Context: an optimization exercise on an open-source flow, tuned for small area, a short achievable clock period and few clock cycles per item. The choices shown serve that exercise and are no tape-out recipe. The RTL was checked by simulation tests, not by an equivalence proof against the original design. Power figures rest on the tool's default switching activity, not on a simulated workload.

<file path="config.mk">
export PLATFORM = sky130hd
export DESIGN_NAME = fpm
export DESIGN_NICKNAME = fpm
export VERILOG_FILES = /design/flow/design.v
export SDC_FILE = /design/flow/constraint.sdc
export NUM_CORES = 4
export LEC_CHECK = 0
export CAP_MARGIN = 20
export CORE_MARGIN = 2
export CORE_UTILIZATION = 40
export SETUP_SLACK_MARGIN = 2
export SLEW_MARGIN = 20
export SYNTH_HIERARCHICAL = 1
</file>
<file path="constraint.sdc">
create_clock -name core_clock -period 9.0 [get_ports {clk}]
set_input_delay 1.8000 -clock core_clock [delete_from_list [all_inputs] [get_ports {clk}]]
set_output_delay 1.8000 -clock core_clock [all_outputs]
set_load 0.01 [all_outputs]
</file>
<file path="design.v">
`timescale 1ns / 1ps
module fpm(
  input clk,
  input rst,
  input [31:0] number_in,
  input number_a_valid,
  output number_a_ready,
  input number_b_valid,
  output number_b_ready,
  output [31:0] number_out,
  output result_valid
);
  reg phase;             
  reg nrm_a, nrm_b;      
  reg vx, vy, vz, vw;    
  reg slow;              
  reg rv;
  reg [31:0] ra, rb;
  reg [4:0]  k;          
  reg [11:0] ahi;        
  reg [35:0] ts, tc;     
  reg        c12, stlo;  
  reg [9:0]  s1_e;       
  reg        s1_s, s1_nan, s1_inf, s1_zero, s1_slow;
  reg [26:0] r;          
  reg [9:0]  e;
  reg        s2_s, s2_nan, s2_inf, s2_zero;
  reg [31:0] out;
  wire [7:0] ea = ra[30:23];
  wire [7:0] eb = rb[30:23];
  wire ha = |ea;
  wire hb = |eb;
  wire [23:0] ma = {ha, ra[22:0]};
  wire [23:0] mb = {hb, rb[22:0]};
  wire fa0 = ~|ra[22:0];
  wire fb0 = ~|rb[22:0];
  wire a_zero = ~ha & fa0;
  wire b_zero = ~hb & fb0;
  wire a_max = &ea;
  wire b_max = &eb;
  wire a_nan = a_max & ~fa0;
  wire b_nan = b_max & ~fb0;
  wire a_inf = a_max & fa0;
  wire b_inf = b_max & fb0;
  wire [7:0] ein = number_in[30:23];
  wire in_f0 = ~|number_in[22:0];
  wire in_sub = ~|ein & ~in_f0;
  wire in_spec = (~|ein & in_f0) | &ein;
  wire a_sub = ~ha & ~fa0;
  wire a_spec = a_zero | a_max;
  wire go_a = a_sub & ~in_sub & ~in_spec;
  wire go_b = in_sub & ~a_sub & ~a_spec;
  wire normalising = nrm_a | nrm_b;
  wire a_fire = number_a_valid & ~phase & ~normalising;
  wire b_fire = number_b_valid & phase & ~slow;
  assign number_a_ready = ~phase & ~normalising;
  assign number_b_ready = phase & ~slow;
  assign result_valid = rv;
  assign number_out = out;
  wire [11:0] mm    = vx ? ma[11:0] : ahi;
  wire [23:0] acc_s = vx ? 24'd0 : ts[35:12];
  wire [23:0] acc_c = vx ? 24'd0 : tc[35:12];
  wire [35:0] tree_s, tree_c;
  wire [287:0] pp;
  genvar gj;
  generate
    for (gj = 0; gj < 12; gj = gj + 1) begin : g_pp
      assign pp[24*gj +: 24] = mb & {24{mm[gj]}};
    end
  endgenerate
  wire t1, t2;
  fpm_ha u_t1 (.a(pp[11]), .b(pp[34]), .s(t1), .co(t2));
  wire t3, t4;
  fpm_fa u_t3 (.a(pp[12]), .b(pp[35]), .c(pp[58]), .s(t3), .co(t4));
  wire t5, t6;
  fpm_fa u_t5 (.a(pp[13]), .b(pp[36]), .c(pp[59]), .s(t5), .co(t6));
  wire t7, t8;
  fpm_fa u_t7 (.a(pp[14]), .b(pp[37]), .c(pp[60]), .s(t7), .co(t8));
  wire t9, t10;
  fpm_fa u_t9 (.a(pp[15]), .b(pp[38]), .c(pp[61]), .s(t9), .co(t10));
  wire t11, t12;
  fpm_fa u_t11 (.a(pp[16]), .b(pp[39]), .c(pp[62]), .s(t11), .co(t12));
  wire t13, t14;
  fpm_fa u_t13 (.a(pp[17]), .b(pp[40]), .c(pp[63]), .s(t13), .co(t14));
  wire t15, t16;
  fpm_fa u_t15 (.a(pp[18]), .b(pp[41]), .c(pp[64]), .s(t15), .co(t16));
  wire t17, t18;
  fpm_fa u_t17 (.a(pp[19]), .b(pp[42]), .c(pp[65]), .s(t17), .co(t18));
  wire t19, t20;
  fpm_fa u_t19 (.a(pp[20]), .b(pp[43]), .c(pp[66]), .s(t19), .co(t20));
  wire t21, t22;
  fpm_fa u_t21 (.a(pp[21]), .b(pp[44]), .c(pp[67]), .s(t21), .co(t22));
  wire t23, t24;
  fpm_fa u_t23 (.a(pp[22]), .b(pp[45]), .c(pp[68]), .s(t23), .co(t24));
  wire t25, t26;
  fpm_fa u_t25 (.a(pp[23]), .b(pp[46]), .c(pp[69]), .s(t25), .co(t26));
  wire t27, t28;
  fpm_ha u_t27 (.a(pp[7]), .b(pp[30]), .s(t27), .co(t28));
  wire t29, t30;
  fpm_fa u_t29 (.a(pp[8]), .b(pp[31]), .c(pp[54]), .s(t29), .co(t30));
  wire t31, t32;
  fpm_ha u_t31 (.a(pp[77]), .b(pp[100]), .s(t31), .co(t32));
  wire t33, t34;
  fpm_fa u_t33 (.a(pp[9]), .b(pp[32]), .c(pp[55]), .s(t33), .co(t34));
  wire t35, t36;
  fpm_fa u_t35 (.a(pp[78]), .b(pp[101]), .c(pp[124]), .s(t35), .co(t36));
  wire t37, t38;
  fpm_ha u_t37 (.a(pp[147]), .b(pp[170]), .s(t37), .co(t38));
  wire t39, t40;
  fpm_fa u_t39 (.a(pp[10]), .b(pp[33]), .c(pp[56]), .s(t39), .co(t40));
  wire t41, t42;
  fpm_fa u_t41 (.a(pp[79]), .b(pp[102]), .c(pp[125]), .s(t41), .co(t42));
  wire t43, t44;
  fpm_fa u_t43 (.a(pp[148]), .b(pp[171]), .c(pp[194]), .s(t43), .co(t44));
  wire t45, t46;
  fpm_ha u_t45 (.a(pp[217]), .b(pp[240]), .s(t45), .co(t46));
  wire t47, t48;
  fpm_fa u_t47 (.a(t1), .b(pp[57]), .c(pp[80]), .s(t47), .co(t48));
  wire t49, t50;
  fpm_fa u_t49 (.a(pp[103]), .b(pp[126]), .c(pp[149]), .s(t49), .co(t50));
  wire t51, t52;
  fpm_fa u_t51 (.a(pp[172]), .b(pp[195]), .c(pp[218]), .s(t51), .co(t52));
  wire t53, t54;
  fpm_fa u_t53 (.a(pp[241]), .b(pp[264]), .c(acc_s[11]), .s(t53), .co(t54));
  wire t55, t56;
  fpm_fa u_t55 (.a(t2), .b(t3), .c(pp[81]), .s(t55), .co(t56));
  wire t57, t58;
  fpm_fa u_t57 (.a(pp[104]), .b(pp[127]), .c(pp[150]), .s(t57), .co(t58));
  wire t59, t60;
  fpm_fa u_t59 (.a(pp[173]), .b(pp[196]), .c(pp[219]), .s(t59), .co(t60));
  wire t61, t62;
  fpm_fa u_t61 (.a(pp[242]), .b(pp[265]), .c(acc_s[12]), .s(t61), .co(t62));
  wire t63, t64;
  fpm_fa u_t63 (.a(t4), .b(t5), .c(pp[82]), .s(t63), .co(t64));
  wire t65, t66;
  fpm_fa u_t65 (.a(pp[105]), .b(pp[128]), .c(pp[151]), .s(t65), .co(t66));
  wire t67, t68;
  fpm_fa u_t67 (.a(pp[174]), .b(pp[197]), .c(pp[220]), .s(t67), .co(t68));
  wire t69, t70;
  fpm_fa u_t69 (.a(pp[243]), .b(pp[266]), .c(acc_s[13]), .s(t69), .co(t70));
  wire t71, t72;
  fpm_fa u_t71 (.a(t6), .b(t7), .c(pp[83]), .s(t71), .co(t72));
  wire t73, t74;
  fpm_fa u_t73 (.a(pp[106]), .b(pp[129]), .c(pp[152]), .s(t73), .co(t74));
  wire t75, t76;
  fpm_fa u_t75 (.a(pp[175]), .b(pp[198]), .c(pp[221]), .s(t75), .co(t76));
  wire t77, t78;
  fpm_fa u_t77 (.a(pp[244]), .b(pp[267]), .c(acc_s[14]), .s(t77), .co(t78));
  wire t79, t80;
  fpm_fa u_t79 (.a(t8), .b(t9), .c(pp[84]), .s(t79), .co(t80));
  wire t81, t82;
  fpm_fa u_t81 (.a(pp[107]), .b(pp[130]), .c(pp[153]), .s(t81), .co(t82));
  wire t83, t84;
  fpm_fa u_t83 (.a(pp[176]), .b(pp[199]), .c(pp[222]), .s(t83), .co(t84));
  wire t85, t86;
  fpm_fa u_t85 (.a(pp[245]), .b(pp[268]), .c(acc_s[15]), .s(t85), .co(t86));
  wire t87, t88;
  fpm_fa u_t87 (.a(t10), .b(t11), .c(pp[85]), .s(t87), .co(t88));
  wire t89, t90;
  fpm_fa u_t89 (.a(pp[108]), .b(pp[131]), .c(pp[154]), .s(t89), .co(t90));
  wire t91, t92;
  fpm_fa u_t91 (.a(pp[177]), .b(pp[200]), .c(pp[223]), .s(t91), .co(t92));
  wire t93, t94;
  fpm_fa u_t93 (.a(pp[246]), .b(pp[269]), .c(acc_s[16]), .s(t93), .co(t94));
  wire t95, t96;
  fpm_fa u_t95 (.a(t12), .b(t13), .c(pp[86]), .s(t95), .co(t96));
  wire t97, t98;
  fpm_fa u_t97 (.a(pp[109]), .b(pp[132]), .c(pp[155]), .s(t97), .co(t98));
  wire t99, t100;
  fpm_fa u_t99 (.a(pp[178]), .b(pp[201]), .c(pp[224]), .s(t99), .co(t100));
  wire t101, t102;
  fpm_fa u_t101 (.a(pp[247]), .b(pp[270]), .c(acc_s[17]), .s(t101), .co(t102));
  wire t103, t104;
  fpm_fa u_t103 (.a(t14), .b(t15), .c(pp[87]), .s(t103), .co(t104));
  wire t105, t106;
  fpm_fa u_t105 (.a(pp[110]), .b(pp[133]), .c(pp[156]), .s(t105), .co(t106));
  wire t107, t108;
  fpm_fa u_t107 (.a(pp[179]), .b(pp[202]), .c(pp[225]), .s(t107), .co(t108));
  wire t109, t110;
  fpm_fa u_t109 (.a(pp[248]), .b(pp[271]), .c(acc_s[18]), .s(t109), .co(t110));
  wire t111, t112;
  fpm_fa u_t111 (.a(t16), .b(t17), .c(pp[88]), .s(t111), .co(t112));
  wire t113, t114;
  fpm_fa u_t113 (.a(pp[111]), .b(pp[134]), .c(pp[157]), .s(t113), .co(t114));
  wire t115, t116;
  fpm_fa u_t115 (.a(pp[180]), .b(pp[203]), .c(pp[226]), .s(t115), .co(t116));
  wire t117, t118;
  fpm_fa u_t117 (.a(pp[249]), .b(pp[272]), .c(acc_s[19]), .s(t117), .co(t118));
  wire t119, t120;
  fpm_fa u_t119 (.a(t18), .b(t19), .c(pp[89]), .s(t119), .co(t120));
  wire t121, t122;
  fpm_fa u_t121 (.a(pp[112]), .b(pp[135]), .c(pp[158]), .s(t121), .co(t122));
  wire t123, t124;
  fpm_fa u_t123 (.a(pp[181]), .b(pp[204]), .c(pp[227]), .s(t123), .co(t124));
  wire t125, t126;
  fpm_fa u_t125 (.a(pp[250]), .b(pp[273]), .c(acc_s[20]), .s(t125), .co(t126));
  wire t127, t128;
  fpm_fa u_t127 (.a(t20), .b(t21), .c(pp[90]), .s(t127), .co(t128));
  wire t129, t130;
  fpm_fa u_t129 (.a(pp[113]), .b(pp[136]), .c(pp[159]), .s(t129), .co(t130));
  wire t131, t132;
  fpm_fa u_t131 (.a(pp[182]), .b(pp[205]), .c(pp[228]), .s(t131), .co(t132));
  wire t133, t134;
  fpm_fa u_t133 (.a(pp[251]), .b(pp[274]), .c(acc_s[21]), .s(t133), .co(t134));
  wire t135, t136;
  fpm_fa u_t135 (.a(t22), .b(t23), .c(pp[91]), .s(t135), .co(t136));
  wire t137, t138;
  fpm_fa u_t137 (.a(pp[114]), .b(pp[137]), .c(pp[160]), .s(t137), .co(t138));
  wire t139, t140;
  fpm_fa u_t139 (.a(pp[183]), .b(pp[206]), .c(pp[229]), .s(t139), .co(t140));
  wire t141, t142;
  fpm_fa u_t141 (.a(pp[252]), .b(pp[275]), .c(acc_s[22]), .s(t141), .co(t142));
  wire t143, t144;
  fpm_fa u_t143 (.a(t24), .b(t25), .c(pp[92]), .s(t143), .co(t144));
  wire t145, t146;
  fpm_fa u_t145 (.a(pp[115]), .b(pp[138]), .c(pp[161]), .s(t145), .co(t146));
  wire t147, t148;
  fpm_fa u_t147 (.a(pp[184]), .b(pp[207]), .c(pp[230]), .s(t147), .co(t148));
  wire t149, t150;
  fpm_fa u_t149 (.a(pp[253]), .b(pp[276]), .c(acc_s[23]), .s(t149), .co(t150));
  wire t151, t152;
  fpm_fa u_t151 (.a(t26), .b(pp[47]), .c(pp[70]), .s(t151), .co(t152));
  wire t153, t154;
  fpm_fa u_t153 (.a(pp[93]), .b(pp[116]), .c(pp[139]), .s(t153), .co(t154));
  wire t155, t156;
  fpm_fa u_t155 (.a(pp[162]), .b(pp[185]), .c(pp[208]), .s(t155), .co(t156));
  wire t157, t158;
  fpm_ha u_t157 (.a(pp[231]), .b(pp[254]), .s(t157), .co(t158));
  wire t159, t160;
  fpm_fa u_t159 (.a(pp[71]), .b(pp[94]), .c(pp[117]), .s(t159), .co(t160));
  wire t161, t162;
  fpm_fa u_t161 (.a(pp[140]), .b(pp[163]), .c(pp[186]), .s(t161), .co(t162));
  wire t163, t164;
  fpm_ha u_t163 (.a(pp[209]), .b(pp[232]), .s(t163), .co(t164));
  wire t165, t166;
  fpm_fa u_t165 (.a(pp[95]), .b(pp[118]), .c(pp[141]), .s(t165), .co(t166));
  wire t167, t168;
  fpm_ha u_t167 (.a(pp[164]), .b(pp[187]), .s(t167), .co(t168));
  wire t169, t170;
  fpm_ha u_t169 (.a(pp[119]), .b(pp[142]), .s(t169), .co(t170));
  wire t171, t172;
  fpm_ha u_t171 (.a(pp[4]), .b(pp[27]), .s(t171), .co(t172));
  wire t173, t174;
  fpm_fa u_t173 (.a(pp[5]), .b(pp[28]), .c(pp[51]), .s(t173), .co(t174));
  wire t175, t176;
  fpm_ha u_t175 (.a(pp[74]), .b(pp[97]), .s(t175), .co(t176));
  wire t177, t178;
  fpm_fa u_t177 (.a(pp[6]), .b(pp[29]), .c(pp[52]), .s(t177), .co(t178));
  wire t179, t180;
  fpm_fa u_t179 (.a(pp[75]), .b(pp[98]), .c(pp[121]), .s(t179), .co(t180));
  wire t181, t182;
  fpm_ha u_t181 (.a(pp[144]), .b(acc_s[6]), .s(t181), .co(t182));
  wire t183, t184;
  fpm_fa u_t183 (.a(t27), .b(pp[53]), .c(pp[76]), .s(t183), .co(t184));
  wire t185, t186;
  fpm_fa u_t185 (.a(pp[99]), .b(pp[122]), .c(pp[145]), .s(t185), .co(t186));
  wire t187, t188;
  fpm_fa u_t187 (.a(pp[168]), .b(acc_s[7]), .c(acc_c[7]), .s(t187), .co(t188));
  wire t189, t190;
  fpm_fa u_t189 (.a(t28), .b(t29), .c(t31), .s(t189), .co(t190));
  wire t191, t192;
  fpm_fa u_t191 (.a(pp[123]), .b(pp[146]), .c(pp[169]), .s(t191), .co(t192));
  wire t193, t194;
  fpm_fa u_t193 (.a(pp[192]), .b(acc_s[8]), .c(acc_c[8]), .s(t193), .co(t194));
  wire t195, t196;
  fpm_fa u_t195 (.a(t30), .b(t32), .c(t33), .s(t195), .co(t196));
  wire t197, t198;
  fpm_fa u_t197 (.a(t35), .b(t37), .c(pp[193]), .s(t197), .co(t198));
  wire t199, t200;
  fpm_fa u_t199 (.a(pp[216]), .b(acc_s[9]), .c(acc_c[9]), .s(t199), .co(t200));
  wire t201, t202;
  fpm_fa u_t201 (.a(t34), .b(t36), .c(t38), .s(t201), .co(t202));
  wire t203, t204;
  fpm_fa u_t203 (.a(t39), .b(t41), .c(t43), .s(t203), .co(t204));
  wire t205, t206;
  fpm_fa u_t205 (.a(t45), .b(acc_s[10]), .c(acc_c[10]), .s(t205), .co(t206));
  wire t207, t208;
  fpm_fa u_t207 (.a(t40), .b(t42), .c(t44), .s(t207), .co(t208));
  wire t209, t210;
  fpm_fa u_t209 (.a(t46), .b(t47), .c(t49), .s(t209), .co(t210));
  wire t211, t212;
  fpm_fa u_t211 (.a(t51), .b(t53), .c(acc_c[11]), .s(t211), .co(t212));
  wire t213, t214;
  fpm_fa u_t213 (.a(t48), .b(t50), .c(t52), .s(t213), .co(t214));
  wire t215, t216;
  fpm_fa u_t215 (.a(t54), .b(t55), .c(t57), .s(t215), .co(t216));
  wire t217, t218;
  fpm_fa u_t217 (.a(t59), .b(t61), .c(acc_c[12]), .s(t217), .co(t218));
  wire t219, t220;
  fpm_fa u_t219 (.a(t56), .b(t58), .c(t60), .s(t219), .co(t220));
  wire t221, t222;
  fpm_fa u_t221 (.a(t62), .b(t63), .c(t65), .s(t221), .co(t222));
  wire t223, t224;
  fpm_fa u_t223 (.a(t67), .b(t69), .c(acc_c[13]), .s(t223), .co(t224));
  wire t225, t226;
  fpm_fa u_t225 (.a(t64), .b(t66), .c(t68), .s(t225), .co(t226));
  wire t227, t228;
  fpm_fa u_t227 (.a(t70), .b(t71), .c(t73), .s(t227), .co(t228));
  wire t229, t230;
  fpm_fa u_t229 (.a(t75), .b(t77), .c(acc_c[14]), .s(t229), .co(t230));
  wire t231, t232;
  fpm_fa u_t231 (.a(t72), .b(t74), .c(t76), .s(t231), .co(t232));
  wire t233, t234;
  fpm_fa u_t233 (.a(t78), .b(t79), .c(t81), .s(t233), .co(t234));
  wire t235, t236;
  fpm_fa u_t235 (.a(t83), .b(t85), .c(acc_c[15]), .s(t235), .co(t236));
  wire t237, t238;
  fpm_fa u_t237 (.a(t80), .b(t82), .c(t84), .s(t237), .co(t238));
  wire t239, t240;
  fpm_fa u_t239 (.a(t86), .b(t87), .c(t89), .s(t239), .co(t240));
  wire t241, t242;
  fpm_fa u_t241 (.a(t91), .b(t93), .c(acc_c[16]), .s(t241), .co(t242));
  wire t243, t244;
  fpm_fa u_t243 (.a(t88), .b(t90), .c(t92), .s(t243), .co(t244));
  wire t245, t246;
  fpm_fa u_t245 (.a(t94), .b(t95), .c(t97), .s(t245), .co(t246));
  wire t247, t248;
  fpm_fa u_t247 (.a(t99), .b(t101), .c(acc_c[17]), .s(t247), .co(t248));
  wire t249, t250;
  fpm_fa u_t249 (.a(t96), .b(t98), .c(t100), .s(t249), .co(t250));
  wire t251, t252;
  fpm_fa u_t251 (.a(t102), .b(t103), .c(t105), .s(t251), .co(t252));
  wire t253, t254;
  fpm_fa u_t253 (.a(t107), .b(t109), .c(acc_c[18]), .s(t253), .co(t254));
  wire t255, t256;
  fpm_fa u_t255 (.a(t104), .b(t106), .c(t108), .s(t255), .co(t256));
  wire t257, t258;
  fpm_fa u_t257 (.a(t110), .b(t111), .c(t113), .s(t257), .co(t258));
  wire t259, t260;
  fpm_fa u_t259 (.a(t115), .b(t117), .c(acc_c[19]), .s(t259), .co(t260));
  wire t261, t262;
  fpm_fa u_t261 (.a(t112), .b(t114), .c(t116), .s(t261), .co(t262));
  wire t263, t264;
  fpm_fa u_t263 (.a(t118), .b(t119), .c(t121), .s(t263), .co(t264));
  wire t265, t266;
  fpm_fa u_t265 (.a(t123), .b(t125), .c(acc_c[20]), .s(t265), .co(t266));
  wire t267, t268;
  fpm_fa u_t267 (.a(t120), .b(t122), .c(t124), .s(t267), .co(t268));
  wire t269, t270;
  fpm_fa u_t269 (.a(t126), .b(t127), .c(t129), .s(t269), .co(t270));
  wire t271, t272;
  fpm_fa u_t271 (.a(t131), .b(t133), .c(acc_c[21]), .s(t271), .co(t272));
  wire t273, t274;
  fpm_fa u_t273 (.a(t128), .b(t130), .c(t132), .s(t273), .co(t274));
  wire t275, t276;
  fpm_fa u_t275 (.a(t134), .b(t135), .c(t137), .s(t275), .co(t276));
  wire t277, t278;
  fpm_fa u_t277 (.a(t139), .b(t141), .c(acc_c[22]), .s(t277), .co(t278));
  wire t279, t280;
  fpm_fa u_t279 (.a(t136), .b(t138), .c(t140), .s(t279), .co(t280));
  wire t281, t282;
  fpm_fa u_t281 (.a(t142), .b(t143), .c(t145), .s(t281), .co(t282));
  wire t283, t284;
  fpm_fa u_t283 (.a(t147), .b(t149), .c(acc_c[23]), .s(t283), .co(t284));
  wire t285, t286;
  fpm_fa u_t285 (.a(t144), .b(t146), .c(t148), .s(t285), .co(t286));
  wire t287, t288;
  fpm_fa u_t287 (.a(t150), .b(t151), .c(t153), .s(t287), .co(t288));
  wire t289, t290;
  fpm_fa u_t289 (.a(t155), .b(t157), .c(pp[277]), .s(t289), .co(t290));
  wire t291, t292;
  fpm_fa u_t291 (.a(t152), .b(t154), .c(t156), .s(t291), .co(t292));
  wire t293, t294;
  fpm_fa u_t293 (.a(t158), .b(t159), .c(t161), .s(t293), .co(t294));
  wire t295, t296;
  fpm_fa u_t295 (.a(t163), .b(pp[255]), .c(pp[278]), .s(t295), .co(t296));
  wire t297, t298;
  fpm_fa u_t297 (.a(t160), .b(t162), .c(t164), .s(t297), .co(t298));
  wire t299, t300;
  fpm_fa u_t299 (.a(t165), .b(t167), .c(pp[210]), .s(t299), .co(t300));
  wire t301, t302;
  fpm_fa u_t301 (.a(pp[233]), .b(pp[256]), .c(pp[279]), .s(t301), .co(t302));
  wire t303, t304;
  fpm_fa u_t303 (.a(t166), .b(t168), .c(t169), .s(t303), .co(t304));
  wire t305, t306;
  fpm_fa u_t305 (.a(pp[165]), .b(pp[188]), .c(pp[211]), .s(t305), .co(t306));
  wire t307, t308;
  fpm_fa u_t307 (.a(pp[234]), .b(pp[257]), .c(pp[280]), .s(t307), .co(t308));
  wire t309, t310;
  fpm_fa u_t309 (.a(t170), .b(pp[143]), .c(pp[166]), .s(t309), .co(t310));
  wire t311, t312;
  fpm_fa u_t311 (.a(pp[189]), .b(pp[212]), .c(pp[235]), .s(t311), .co(t312));
  wire t313, t314;
  fpm_ha u_t313 (.a(pp[258]), .b(pp[281]), .s(t313), .co(t314));
  wire t315, t316;
  fpm_fa u_t315 (.a(pp[167]), .b(pp[190]), .c(pp[213]), .s(t315), .co(t316));
  wire t317, t318;
  fpm_ha u_t317 (.a(pp[236]), .b(pp[259]), .s(t317), .co(t318));
  wire t319, t320;
  fpm_ha u_t319 (.a(pp[191]), .b(pp[214]), .s(t319), .co(t320));
  wire t321, t322;
  fpm_ha u_t321 (.a(pp[2]), .b(pp[25]), .s(t321), .co(t322));
  wire t323, t324;
  fpm_fa u_t323 (.a(pp[3]), .b(pp[26]), .c(pp[49]), .s(t323), .co(t324));
  wire t325, t326;
  fpm_ha u_t325 (.a(pp[72]), .b(acc_s[3]), .s(t325), .co(t326));
  wire t327, t328;
  fpm_fa u_t327 (.a(t171), .b(pp[50]), .c(pp[73]), .s(t327), .co(t328));
  wire t329, t330;
  fpm_fa u_t329 (.a(pp[96]), .b(acc_s[4]), .c(acc_c[4]), .s(t329), .co(t330));
  wire t331, t332;
  fpm_fa u_t331 (.a(t172), .b(t173), .c(t175), .s(t331), .co(t332));
  wire t333, t334;
  fpm_fa u_t333 (.a(pp[120]), .b(acc_s[5]), .c(acc_c[5]), .s(t333), .co(t334));
  wire t335, t336;
  fpm_fa u_t335 (.a(t174), .b(t176), .c(t177), .s(t335), .co(t336));
  wire t337, t338;
  fpm_fa u_t337 (.a(t179), .b(t181), .c(acc_c[6]), .s(t337), .co(t338));
  wire t339, t340;
  fpm_fa u_t339 (.a(t178), .b(t180), .c(t182), .s(t339), .co(t340));
  wire t341, t342;
  fpm_fa u_t341 (.a(t183), .b(t185), .c(t187), .s(t341), .co(t342));
  wire t343, t344;
  fpm_fa u_t343 (.a(t184), .b(t186), .c(t188), .s(t343), .co(t344));
  wire t345, t346;
  fpm_fa u_t345 (.a(t189), .b(t191), .c(t193), .s(t345), .co(t346));
  wire t347, t348;
  fpm_fa u_t347 (.a(t190), .b(t192), .c(t194), .s(t347), .co(t348));
  wire t349, t350;
  fpm_fa u_t349 (.a(t195), .b(t197), .c(t199), .s(t349), .co(t350));
  wire t351, t352;
  fpm_fa u_t351 (.a(t196), .b(t198), .c(t200), .s(t351), .co(t352));
  wire t353, t354;
  fpm_fa u_t353 (.a(t201), .b(t203), .c(t205), .s(t353), .co(t354));
  wire t355, t356;
  fpm_fa u_t355 (.a(t202), .b(t204), .c(t206), .s(t355), .co(t356));
  wire t357, t358;
  fpm_fa u_t357 (.a(t207), .b(t209), .c(t211), .s(t357), .co(t358));
  wire t359, t360;
  fpm_fa u_t359 (.a(t208), .b(t210), .c(t212), .s(t359), .co(t360));
  wire t361, t362;
  fpm_fa u_t361 (.a(t213), .b(t215), .c(t217), .s(t361), .co(t362));
  wire t363, t364;
  fpm_fa u_t363 (.a(t214), .b(t216), .c(t218), .s(t363), .co(t364));
  wire t365, t366;
  fpm_fa u_t365 (.a(t219), .b(t221), .c(t223), .s(t365), .co(t366));
  wire t367, t368;
  fpm_fa u_t367 (.a(t220), .b(t222), .c(t224), .s(t367), .co(t368));
  wire t369, t370;
  fpm_fa u_t369 (.a(t225), .b(t227), .c(t229), .s(t369), .co(t370));
  wire t371, t372;
  fpm_fa u_t371 (.a(t226), .b(t228), .c(t230), .s(t371), .co(t372));
  wire t373, t374;
  fpm_fa u_t373 (.a(t231), .b(t233), .c(t235), .s(t373), .co(t374));
  wire t375, t376;
  fpm_fa u_t375 (.a(t232), .b(t234), .c(t236), .s(t375), .co(t376));
  wire t377, t378;
  fpm_fa u_t377 (.a(t237), .b(t239), .c(t241), .s(t377), .co(t378));
  wire t379, t380;
  fpm_fa u_t379 (.a(t238), .b(t240), .c(t242), .s(t379), .co(t380));
  wire t381, t382;
  fpm_fa u_t381 (.a(t243), .b(t245), .c(t247), .s(t381), .co(t382));
  wire t383, t384;
  fpm_fa u_t383 (.a(t244), .b(t246), .c(t248), .s(t383), .co(t384));
  wire t385, t386;
  fpm_fa u_t385 (.a(t249), .b(t251), .c(t253), .s(t385), .co(t386));
  wire t387, t388;
  fpm_fa u_t387 (.a(t250), .b(t252), .c(t254), .s(t387), .co(t388));
  wire t389, t390;
  fpm_fa u_t389 (.a(t255), .b(t257), .c(t259), .s(t389), .co(t390));
  wire t391, t392;
  fpm_fa u_t391 (.a(t256), .b(t258), .c(t260), .s(t391), .co(t392));
  wire t393, t394;
  fpm_fa u_t393 (.a(t261), .b(t263), .c(t265), .s(t393), .co(t394));
  wire t395, t396;
  fpm_fa u_t395 (.a(t262), .b(t264), .c(t266), .s(t395), .co(t396));
  wire t397, t398;
  fpm_fa u_t397 (.a(t267), .b(t269), .c(t271), .s(t397), .co(t398));
  wire t399, t400;
  fpm_fa u_t399 (.a(t268), .b(t270), .c(t272), .s(t399), .co(t400));
  wire t401, t402;
  fpm_fa u_t401 (.a(t273), .b(t275), .c(t277), .s(t401), .co(t402));
  wire t403, t404;
  fpm_fa u_t403 (.a(t274), .b(t276), .c(t278), .s(t403), .co(t404));
  wire t405, t406;
  fpm_fa u_t405 (.a(t279), .b(t281), .c(t283), .s(t405), .co(t406));
  wire t407, t408;
  fpm_fa u_t407 (.a(t280), .b(t282), .c(t284), .s(t407), .co(t408));
  wire t409, t410;
  fpm_fa u_t409 (.a(t285), .b(t287), .c(t289), .s(t409), .co(t410));
  wire t411, t412;
  fpm_fa u_t411 (.a(t286), .b(t288), .c(t290), .s(t411), .co(t412));
  wire t413, t414;
  fpm_fa u_t413 (.a(t291), .b(t293), .c(t295), .s(t413), .co(t414));
  wire t415, t416;
  fpm_fa u_t415 (.a(t292), .b(t294), .c(t296), .s(t415), .co(t416));
  wire t417, t418;
  fpm_fa u_t417 (.a(t297), .b(t299), .c(t301), .s(t417), .co(t418));
  wire t419, t420;
  fpm_fa u_t419 (.a(t298), .b(t300), .c(t302), .s(t419), .co(t420));
  wire t421, t422;
  fpm_fa u_t421 (.a(t303), .b(t305), .c(t307), .s(t421), .co(t422));
  wire t423, t424;
  fpm_fa u_t423 (.a(t304), .b(t306), .c(t308), .s(t423), .co(t424));
  wire t425, t426;
  fpm_fa u_t425 (.a(t309), .b(t311), .c(t313), .s(t425), .co(t426));
  wire t427, t428;
  fpm_fa u_t427 (.a(t310), .b(t312), .c(t314), .s(t427), .co(t428));
  wire t429, t430;
  fpm_fa u_t429 (.a(t315), .b(t317), .c(pp[282]), .s(t429), .co(t430));
  wire t431, t432;
  fpm_fa u_t431 (.a(t316), .b(t318), .c(t319), .s(t431), .co(t432));
  wire t433, t434;
  fpm_fa u_t433 (.a(pp[237]), .b(pp[260]), .c(pp[283]), .s(t433), .co(t434));
  wire t435, t436;
  fpm_fa u_t435 (.a(t320), .b(pp[215]), .c(pp[238]), .s(t435), .co(t436));
  wire t437, t438;
  fpm_ha u_t437 (.a(pp[261]), .b(pp[284]), .s(t437), .co(t438));
  wire t439, t440;
  fpm_ha u_t439 (.a(pp[239]), .b(pp[262]), .s(t439), .co(t440));
  wire t441, t442;
  fpm_ha u_t441 (.a(pp[1]), .b(pp[24]), .s(t441), .co(t442));
  wire t443, t444;
  fpm_fa u_t443 (.a(t321), .b(pp[48]), .c(acc_s[2]), .s(t443), .co(t444));
  wire t445, t446;
  fpm_fa u_t445 (.a(t322), .b(t323), .c(t325), .s(t445), .co(t446));
  wire t447, t448;
  fpm_fa u_t447 (.a(t324), .b(t326), .c(t327), .s(t447), .co(t448));
  wire t449, t450;
  fpm_fa u_t449 (.a(t328), .b(t330), .c(t331), .s(t449), .co(t450));
  wire t451, t452;
  fpm_fa u_t451 (.a(t332), .b(t334), .c(t335), .s(t451), .co(t452));
  wire t453, t454;
  fpm_fa u_t453 (.a(t336), .b(t338), .c(t339), .s(t453), .co(t454));
  wire t455, t456;
  fpm_fa u_t455 (.a(t340), .b(t342), .c(t343), .s(t455), .co(t456));
  wire t457, t458;
  fpm_fa u_t457 (.a(t344), .b(t346), .c(t347), .s(t457), .co(t458));
  wire t459, t460;
  fpm_fa u_t459 (.a(t348), .b(t350), .c(t351), .s(t459), .co(t460));
  wire t461, t462;
  fpm_fa u_t461 (.a(t352), .b(t354), .c(t355), .s(t461), .co(t462));
  wire t463, t464;
  fpm_fa u_t463 (.a(t356), .b(t358), .c(t359), .s(t463), .co(t464));
  wire t465, t466;
  fpm_fa u_t465 (.a(t360), .b(t362), .c(t363), .s(t465), .co(t466));
  wire t467, t468;
  fpm_fa u_t467 (.a(t364), .b(t366), .c(t367), .s(t467), .co(t468));
  wire t469, t470;
  fpm_fa u_t469 (.a(t368), .b(t370), .c(t371), .s(t469), .co(t470));
  wire t471, t472;
  fpm_fa u_t471 (.a(t372), .b(t374), .c(t375), .s(t471), .co(t472));
  wire t473, t474;
  fpm_fa u_t473 (.a(t376), .b(t378), .c(t379), .s(t473), .co(t474));
  wire t475, t476;
  fpm_fa u_t475 (.a(t380), .b(t382), .c(t383), .s(t475), .co(t476));
  wire t477, t478;
  fpm_fa u_t477 (.a(t384), .b(t386), .c(t387), .s(t477), .co(t478));
  wire t479, t480;
  fpm_fa u_t479 (.a(t388), .b(t390), .c(t391), .s(t479), .co(t480));
  wire t481, t482;
  fpm_fa u_t481 (.a(t392), .b(t394), .c(t395), .s(t481), .co(t482));
  wire t483, t484;
  fpm_fa u_t483 (.a(t396), .b(t398), .c(t399), .s(t483), .co(t484));
  wire t485, t486;
  fpm_fa u_t485 (.a(t400), .b(t402), .c(t403), .s(t485), .co(t486));
  wire t487, t488;
  fpm_fa u_t487 (.a(t404), .b(t406), .c(t407), .s(t487), .co(t488));
  wire t489, t490;
  fpm_fa u_t489 (.a(t408), .b(t410), .c(t411), .s(t489), .co(t490));
  wire t491, t492;
  fpm_fa u_t491 (.a(t412), .b(t414), .c(t415), .s(t491), .co(t492));
  wire t493, t494;
  fpm_fa u_t493 (.a(t416), .b(t418), .c(t419), .s(t493), .co(t494));
  wire t495, t496;
  fpm_fa u_t495 (.a(t420), .b(t422), .c(t423), .s(t495), .co(t496));
  wire t497, t498;
  fpm_fa u_t497 (.a(t424), .b(t426), .c(t427), .s(t497), .co(t498));
  wire t499, t500;
  fpm_fa u_t499 (.a(t428), .b(t430), .c(t431), .s(t499), .co(t500));
  wire t501, t502;
  fpm_fa u_t501 (.a(t432), .b(t434), .c(t435), .s(t501), .co(t502));
  wire t503, t504;
  fpm_fa u_t503 (.a(t436), .b(t438), .c(t439), .s(t503), .co(t504));
  wire t505, t506;
  fpm_ha u_t505 (.a(t440), .b(pp[263]), .s(t505), .co(t506));
  wire t507, t508;
  fpm_ha u_t507 (.a(pp[0]), .b(acc_s[0]), .s(t507), .co(t508));
  wire t509, t510;
  fpm_fa u_t509 (.a(t441), .b(acc_s[1]), .c(acc_c[1]), .s(t509), .co(t510));
  wire t511, t512;
  fpm_fa u_t511 (.a(t442), .b(t443), .c(acc_c[2]), .s(t511), .co(t512));
  wire t513, t514;
  fpm_fa u_t513 (.a(t444), .b(t445), .c(acc_c[3]), .s(t513), .co(t514));
  wire t515, t516;
  fpm_fa u_t515 (.a(t446), .b(t447), .c(t329), .s(t515), .co(t516));
  wire t517, t518;
  fpm_fa u_t517 (.a(t448), .b(t449), .c(t333), .s(t517), .co(t518));
  wire t519, t520;
  fpm_fa u_t519 (.a(t450), .b(t451), .c(t337), .s(t519), .co(t520));
  wire t521, t522;
  fpm_fa u_t521 (.a(t452), .b(t453), .c(t341), .s(t521), .co(t522));
  wire t523, t524;
  fpm_fa u_t523 (.a(t454), .b(t455), .c(t345), .s(t523), .co(t524));
  wire t525, t526;
  fpm_fa u_t525 (.a(t456), .b(t457), .c(t349), .s(t525), .co(t526));
  wire t527, t528;
  fpm_fa u_t527 (.a(t458), .b(t459), .c(t353), .s(t527), .co(t528));
  wire t529, t530;
  fpm_fa u_t529 (.a(t460), .b(t461), .c(t357), .s(t529), .co(t530));
  wire t531, t532;
  fpm_fa u_t531 (.a(t462), .b(t463), .c(t361), .s(t531), .co(t532));
  wire t533, t534;
  fpm_fa u_t533 (.a(t464), .b(t465), .c(t365), .s(t533), .co(t534));
  wire t535, t536;
  fpm_fa u_t535 (.a(t466), .b(t467), .c(t369), .s(t535), .co(t536));
  wire t537, t538;
  fpm_fa u_t537 (.a(t468), .b(t469), .c(t373), .s(t537), .co(t538));
  wire t539, t540;
  fpm_fa u_t539 (.a(t470), .b(t471), .c(t377), .s(t539), .co(t540));
  wire t541, t542;
  fpm_fa u_t541 (.a(t472), .b(t473), .c(t381), .s(t541), .co(t542));
  wire t543, t544;
  fpm_fa u_t543 (.a(t474), .b(t475), .c(t385), .s(t543), .co(t544));
  wire t545, t546;
  fpm_fa u_t545 (.a(t476), .b(t477), .c(t389), .s(t545), .co(t546));
  wire t547, t548;
  fpm_fa u_t547 (.a(t478), .b(t479), .c(t393), .s(t547), .co(t548));
  wire t549, t550;
  fpm_fa u_t549 (.a(t480), .b(t481), .c(t397), .s(t549), .co(t550));
  wire t551, t552;
  fpm_fa u_t551 (.a(t482), .b(t483), .c(t401), .s(t551), .co(t552));
  wire t553, t554;
  fpm_fa u_t553 (.a(t484), .b(t485), .c(t405), .s(t553), .co(t554));
  wire t555, t556;
  fpm_fa u_t555 (.a(t486), .b(t487), .c(t409), .s(t555), .co(t556));
  wire t557, t558;
  fpm_fa u_t557 (.a(t488), .b(t489), .c(t413), .s(t557), .co(t558));
  wire t559, t560;
  fpm_fa u_t559 (.a(t490), .b(t491), .c(t417), .s(t559), .co(t560));
  wire t561, t562;
  fpm_fa u_t561 (.a(t492), .b(t493), .c(t421), .s(t561), .co(t562));
  wire t563, t564;
  fpm_fa u_t563 (.a(t494), .b(t495), .c(t425), .s(t563), .co(t564));
  wire t565, t566;
  fpm_fa u_t565 (.a(t496), .b(t497), .c(t429), .s(t565), .co(t566));
  wire t567, t568;
  fpm_fa u_t567 (.a(t498), .b(t499), .c(t433), .s(t567), .co(t568));
  wire t569, t570;
  fpm_fa u_t569 (.a(t500), .b(t501), .c(t437), .s(t569), .co(t570));
  wire t571, t572;
  fpm_fa u_t571 (.a(t502), .b(t503), .c(pp[285]), .s(t571), .co(t572));
  wire t573, t574;
  fpm_fa u_t573 (.a(t504), .b(t505), .c(pp[286]), .s(t573), .co(t574));
  wire t575, t576;
  fpm_ha u_t575 (.a(t506), .b(pp[287]), .s(t575), .co(t576));
  assign tree_s = {t576, t574, t572, t570, t568, t566, t564, t562, t560, t558, t556, t554, t552, t550, t548, t546, t544, t542, t540, t538, t536, t534, t532, t530, t528, t526, t524, t522, t520, t518, t516, t514, t512, t510, t508, t507};
  assign tree_c = {1'b0, t575, t573, t571, t569, t567, t565, t563, t561, t559, t557, t555, t553, t551, t549, t547, t545, t543, t541, t539, t537, t535, t533, t531, t529, t527, t525, t523, t521, t519, t517, t515, t513, t511, t509, acc_c[0]};
  wire [9:0] ex = {2'b00, ea | {7'd0, ~ha}} + {2'b00, eb | {7'd0, ~hb}} - 10'd126 - {5'd0, k};
  wire x_nan = a_nan | b_nan | (a_inf & b_zero) | (b_inf & a_zero);
  wire x_inf = (a_inf | b_inf) & ~x_nan;
  wire x_zero = (a_zero | b_zero) & ~x_nan & ~x_inf;
  wire [12:0] lo = {1'b0, ts[11:0]} + {1'b0, tc[11:0]};
  wire [35:0] ph = ts + tc + {35'd0, c12};
  wire busy = vw & ~s2_nan & ~s2_inf & ~s2_zero & (e[9] | (e == 10'd0));
  wire        e_one = (e == 10'd1);
  wire        hi   = r[26] | e_one;
  wire [22:0] mant = hi ? r[25:3] : r[24:2];
  wire        g    = hi ? r[2] : r[1];
  wire        st   = hi ? (r[1] | r[0]) : r[0];
  wire [9:0]  fe   = r[26] ? e : (e_one ? 10'd0 : e - 10'd1);
  wire        inc  = g & (st | mant[0]);
  wire [32:0] rnd  = {fe, mant} + {32'd0, inc};
  wire        ovf  = rnd[32:23] >= 10'd255;
  wire [31:0] res_w = s2_nan  ? {s2_s, 31'h7fc00000} :
                       s2_zero ? {s2_s, 31'd0} :
                       (s2_inf | ovf) ? {s2_s, 8'hff, 23'd0} :
                       {s2_s, rnd[30:0]};
  always @(posedge clk) begin
    if (a_fire)
      ra <= number_in;
    else if (nrm_a) begin
      ra[22:0] <= {ra[21:0], 1'b0};
      if (ra[22]) ra[30:23] <= 8'd1;
    end
    if (b_fire)
      rb <= number_in;
    else if (nrm_b) begin
      rb[22:0] <= {rb[21:0], 1'b0};
      if (rb[22]) rb[30:23] <= 8'd1;
    end
    if (b_fire)
      k <= 5'd0;
    else if (normalising)
      k <= k + 5'd1;
    if (vx) begin
      s1_e <= ex;
      s1_s <= (ra[31] ^ rb[31]) & ~(a_nan | b_nan);
      s1_nan <= x_nan;
      s1_inf <= x_inf;
      s1_zero <= x_zero;
    end
    ts <= tree_s;
    tc <= tree_c;
    ahi <= ma[23:12];
    c12 <= lo[12];
    stlo <= |lo[11:0];
    if (!busy) begin
      r <= {ph[35:10], stlo | |ph[9:0]};
      e <= s1_e;
      s2_s <= s1_s;
    end else begin
      r <= {1'b0, r[26:2], r[1] | r[0]};
      e <= e + 10'd1;
    end
    s2_nan <= s1_nan & ~busy;
    s2_inf <= s1_inf & ~busy;
    s2_zero <= s1_zero & ~busy;
    out <= res_w;
    if (rst == 0) begin
      phase <= 1'b0;
      nrm_a <= 1'b0;
      nrm_b <= 1'b0;
      vx <= 1'b0;
      vy <= 1'b0;
      vz <= 1'b0;
      vw <= 1'b0;
      slow <= 1'b0;
      rv <= 1'b0;
    end else begin
      if (a_fire) phase <= 1'b1;
      else if (b_fire) phase <= 1'b0;
      if (b_fire) begin
        nrm_a <= go_a;
        nrm_b <= go_b;
      end else begin
        if (nrm_a & ra[22]) nrm_a <= 1'b0;
        if (nrm_b & rb[22]) nrm_b <= 1'b0;
      end
      vx <= (b_fire & ~go_a & ~go_b) | (nrm_a & ra[22]) | (nrm_b & rb[22]);
      vy <= vx;
      vz <= vy;
      vw <= vz | busy;
      rv <= vw & ~busy;
      if (vx & ~x_nan & ~x_inf & ~x_zero & (ex[9] | (ex == 10'd0)))
        slow <= 1'b1;
      else if (vw & ~busy & ~vy & ~vz)
        slow <= 1'b0;        
    end
  end
endmodule
module fpm_fa(input a, input b, input c, output s, output co);
  assign s = a ^ b ^ c;
  assign co = (a & b) | (a & c) | (b & c);
endmodule
module fpm_ha(input a, input b, output s, output co);
  assign s = a ^ b;
  assign co = a & b;
endmodule
</file>
<file path="run.sh">
#!/bin/bash
# synth_recipe.tcl (not shown) runs the flow's synth.tcl, then flattens the netlist and writes it again
# the make line also repeats each setting of config.mk as NAME=value (left out here)
make -C /OpenROAD-flow-scripts/flow DESIGN_CONFIG=/design/flow/config.mk WORK_HOME=/design/flow/orfs CLKGATE_MAP_FILE= SYNTH_SCRIPT=/design/flow/synth_recipe.tcl finish
</file>
==> impl_metrics.py <==
metrics = {
    "clocking": {
        "cts_tree": "done",
        "clock_sinks": 250,
        "numCtsBuffers": 34,
        "ctsLongestPathBuffers": 3,
        "hold_buffers": 0,
        "insertion_delay_ps": 540,
        "cts_max_level": 2,
        "post_cts_buffers": 0,
        "clk_pin_slew_ps": 60,
        "cts_resized": 0,
        "clockRootBuffer": "clkbuf_16",
    },
    "timing": {
        "rsz0062_at_grt": "false",
        "finalHoldViolCount": 0,
        "setup_viol": 0,
        "slew_headroom_pct": 24.6,
        "holdWs_ps": 340,
        "period_minus_slack_ps": 5510,
        "setup_tns_ps": 0,
        "finalCritPeriodShare_pct": 61.2,
        "skew_ps": 13.6,
        "fmax_mhz": 182,
        "maxSlewViolCount": 0,
        "tightest_slew_ps": 1110,
    },
    "floorplan": {
        "die_y_um": 229,
        "start_util_pct": 40.5,
        "fp.dieArea_um2": 52500,
        "rows": 82,
        "coreArea_um2": 50100,
        "pin_count": 71,
        "dieWidth_um": 229,
    },
    "synthesis": {
        "synth_edf_count": 79,
        "netlist_top_cells_area": "fa_1, dfxtp_1, edfxtp_1",
        "ys_warn_count": 7,
        "ys_seq_area_share_pct": 28.6,
        "syn-num-nets": 2367,
        "synth.top_cell.area_share_pct": 27.0,
        "synth_flop_cell": "dfxtp_1",
        "yosysUniqueCellTypes": 75,
        "synth_common_cells": "nor2b_1, fa_1, dfxtp_1, nand2_1, clkbuf_1",
        "synth_area_um2": 20300,
        "synth.most_common_cell": "nor2b_1",
        "synth_top_cell_by_area": "fa_1",
        "syn_inst": 1976,
        "synth-seq-cells": 250,
        "syn_avg_cell_area_um2": 10.3,
        "async_flop_share_pct": 0,
    },
    "setup_path": {
        "critPathSlowestCell": "dfxtp_1",
        "required_ps": 9430,
        "setup.worst_path.start_class": "flop",
        "cp_max_fo": 29,
        "crit_path_end_kind": "flop",
        "arrival_ps": 5930,
        "cpPeakStageDelay_ps": 560,
        "crit_chain": "ha_1 -> or4b_4 -> o31ai_4 -> buf_4 -> nand2_1 -> a21boi_0 -> ha_1 -> nand2_1 -> nor4_1 -> nand3_1 -> o41ai_1 -> a221oi_1 -> and3_1 -> a211o_1 -> or3_4 -> a311oi_1",
        "worstSetupPathType": "reg2reg",
    },
    "pwr": {
        "pwr_density_cell_nw_per_um2": 353,
        "power_mw": 8.02,
        "leakagePower_nw": 9.12,
        "ir_worst_vdd_v": 0.000143,
    },
    "route": {
        "drtPass1Iterations": 5,
        "drt_iter0_drc": 1007,
        "met2_length_um": 25100,
        "wire_per_inst_um": 20.2,
        "top_layer": "met4",
        "wl_met1_um": 24000,
        "ant_nets": 0,
        "routed_wl_um": 53800,
        "vias_per_cell": 5.35,
        "wl_met3_um": 2850,
        "dr_total_vias": 14300,
        "post-route-drc-count": 0,
    },
    "grt": {
        "grt-ovfl-total": 0,
        "antenna_found_initial": 0,
        "grt_max_degree": 59,
        "grt_pass1_vias": 15200,
        "grt_pass1_wl_um": 85000,
        "grt_use_total_pct": 20.7,
    },
    "cells_and_area": {
        "seq_area_um2": 5800,
        "syn2layout_area_growth_pct": 12.2,
        "layout.nets": 2365,
        "nFillCells": 4767,
        "multiInputGateArea_um2": 13900,
        "num_antenna_cells": 0,
        "drive_gt1_share_pct": 6.65,
    },
    "placed_design": {
        "port_buffers": 70,
        "place.gp.congestion": 0.864,
        "hpwl_um": 39600,
    },
    "hold_path": {
        "hold_path.class": "reg2reg",
    },
    "status": {
        "status": "no timing/DRC/antenna violations",
    },
    "flow_run": {
        "cap_violations": 0,
    },
}
==> registers in the layout (all words and copies together), names as in the netlist, 5 cells and up <==
name  count
ahi      12
e        10
k         5
out      32
r        27
ra       32
rb       32
s1_e     10
tc       35
ts       36
==> modules after synthesis, one instance, submodules excluded <==
module  cells inside  flip-flops and latches  area [um2]
fpm_ha             1                       0        12.5
fpm             1688                     250       14700
fpm_fa             1                       0        20.0
==> through the flow <==
stage                     std cells  setup slack [ps]  util [%]  instance area [um2]
final                          2671              3490      45.5                22800
after global routing           2671              2970      45.5                22800
after CTS                      2669              3400      45.3                22700
after detailed placement       2608              3440      43.1                21600
after global placement         2607              3490      43.1                21600
after floorplan                1976              4300         -                20300
==> logic make-up (layout without fill, tap and decap cells) <==
family / after synthesis / after routing / share of synthesized area [%]
adders and majority gates: 355 / 355 / 32.0
other: 1 / 1 / 0.0185
muxes: 42 / 42 / 2.21
and+or+nand+nor: 797 / 797 / 21.4
DFF: 250 / 250 / 28.6
xor gates and xnor gates: 78 / 78 / 3.37
buffers and inverters: 189 / 212 / 3.68
AOI/OAI and AO/OA: 264 / 264 / 8.70
==> critical path: cells and delay by family (launching register included) <==
family / cells / cell delay, ps
adders and majority gates: 2 / 550
AOI/OAI and AO/OA: 6 / 1600
buffers and inverters: 1 / 350
DFF: 1 / 560
and+or+nand+nor: 7 / 2320
==> worst paths after layout <==
check	slack (ps)	cells past startpoint	end	startpoint
hold reg to reg	340	0	out[31]$_DFF_P_	s2_s$_DFFE_PN_
setup / recovery	3490	16	out[20]$_SDFF_PP0_	e[0]$_DFF_P_
setup reg to reg	3490	16	out[20]$_SDFF_PP0_	e[0]$_DFF_P_
hold / removal	340	0	out[31]$_DFF_P_	s2_s$_DFFE_PN_
==> placed cells by master, fill, tap and decap left out, types with 7 or more instances in the layout <==
master,n
mux2_2,23
nand4_1,20
inv_1,67
o21a_1,9
clkinv_2,7
and2_1,15
mux2i_1,7
o21ai_0,68
mux2i_4,11
clkdlybuf4s50_1,70
a21oi_1,66
nor3_1,25
nor2b_1,331
nand3_1,37
a31oi_1,12
nor2_1,93
ha_1,81
nor4_1,25
and4_1,7
nand2_1,165
o21bai_1,9
buf_4,11
dfxtp_1,170
and3_1,38
clkbuf_16,35
a211oi_2,7
fa_1,274
edfxtp_1,79
a21o_1,19
a211oi_1,11
o211ai_1,8
o31ai_1,7
xor2_1,30
xnor2_1,48
==> metal layers <==
layer	up-vias	track usage [%]
met5	-	0
met2	420	34.0
met4	0	8.32
met3	120	3.40
met1	7131	27.4
li1	6626	-
==> where the power goes <==
part,internal (mW),switching [mW]
Clock,0.833,0.527
Combinational,2.15,2.58
Sequential,1.58,0.354
==> layout make-up <==
cell class,instances,area share [%]
clock buffer,44,4.17
clock inverter,17,0.781
inverter,67,1.11
multi-input combinational,1537,61.1
sequential,250,25.5
tap,672,3.69
timing repair buffer,84,3.69
Testbench counts, summed over its fixed seeds: cycles 6,440, items 3,200.

[afterwards: timing with drivers on the ports]
How much do the figures lean on ideal ports? The routed layout below was timed once more, with nothing changed but the port constraints.
Step 1, drivers: a clkbuf_16 drives clk and a buf_2 each remaining input, both assumed.
Step 2 adds t to the input delays and takes it off the output delays; t is the mean of the earliest and latest rising clock arrival at the registers after step 1. Input paths then give back, and output paths get back, about the clock's delay inside the block.
Slacks: ideal / step 1 / step 2; pairs: ideal / step 1.
t, ns: 0.593
setup slack, ns: 3.491 / 3.491 / 3.491
worst hold slack (ns): 0.340 / 0.340 / 0.340
worst slew at a driven data input, ns: 0.04
cell pins on the clock port's net: 1
After both steps setup and hold are still met in this run. The setup slack of this run moves by 0.000 ns with the drivers and by 0.000 ns with both steps.
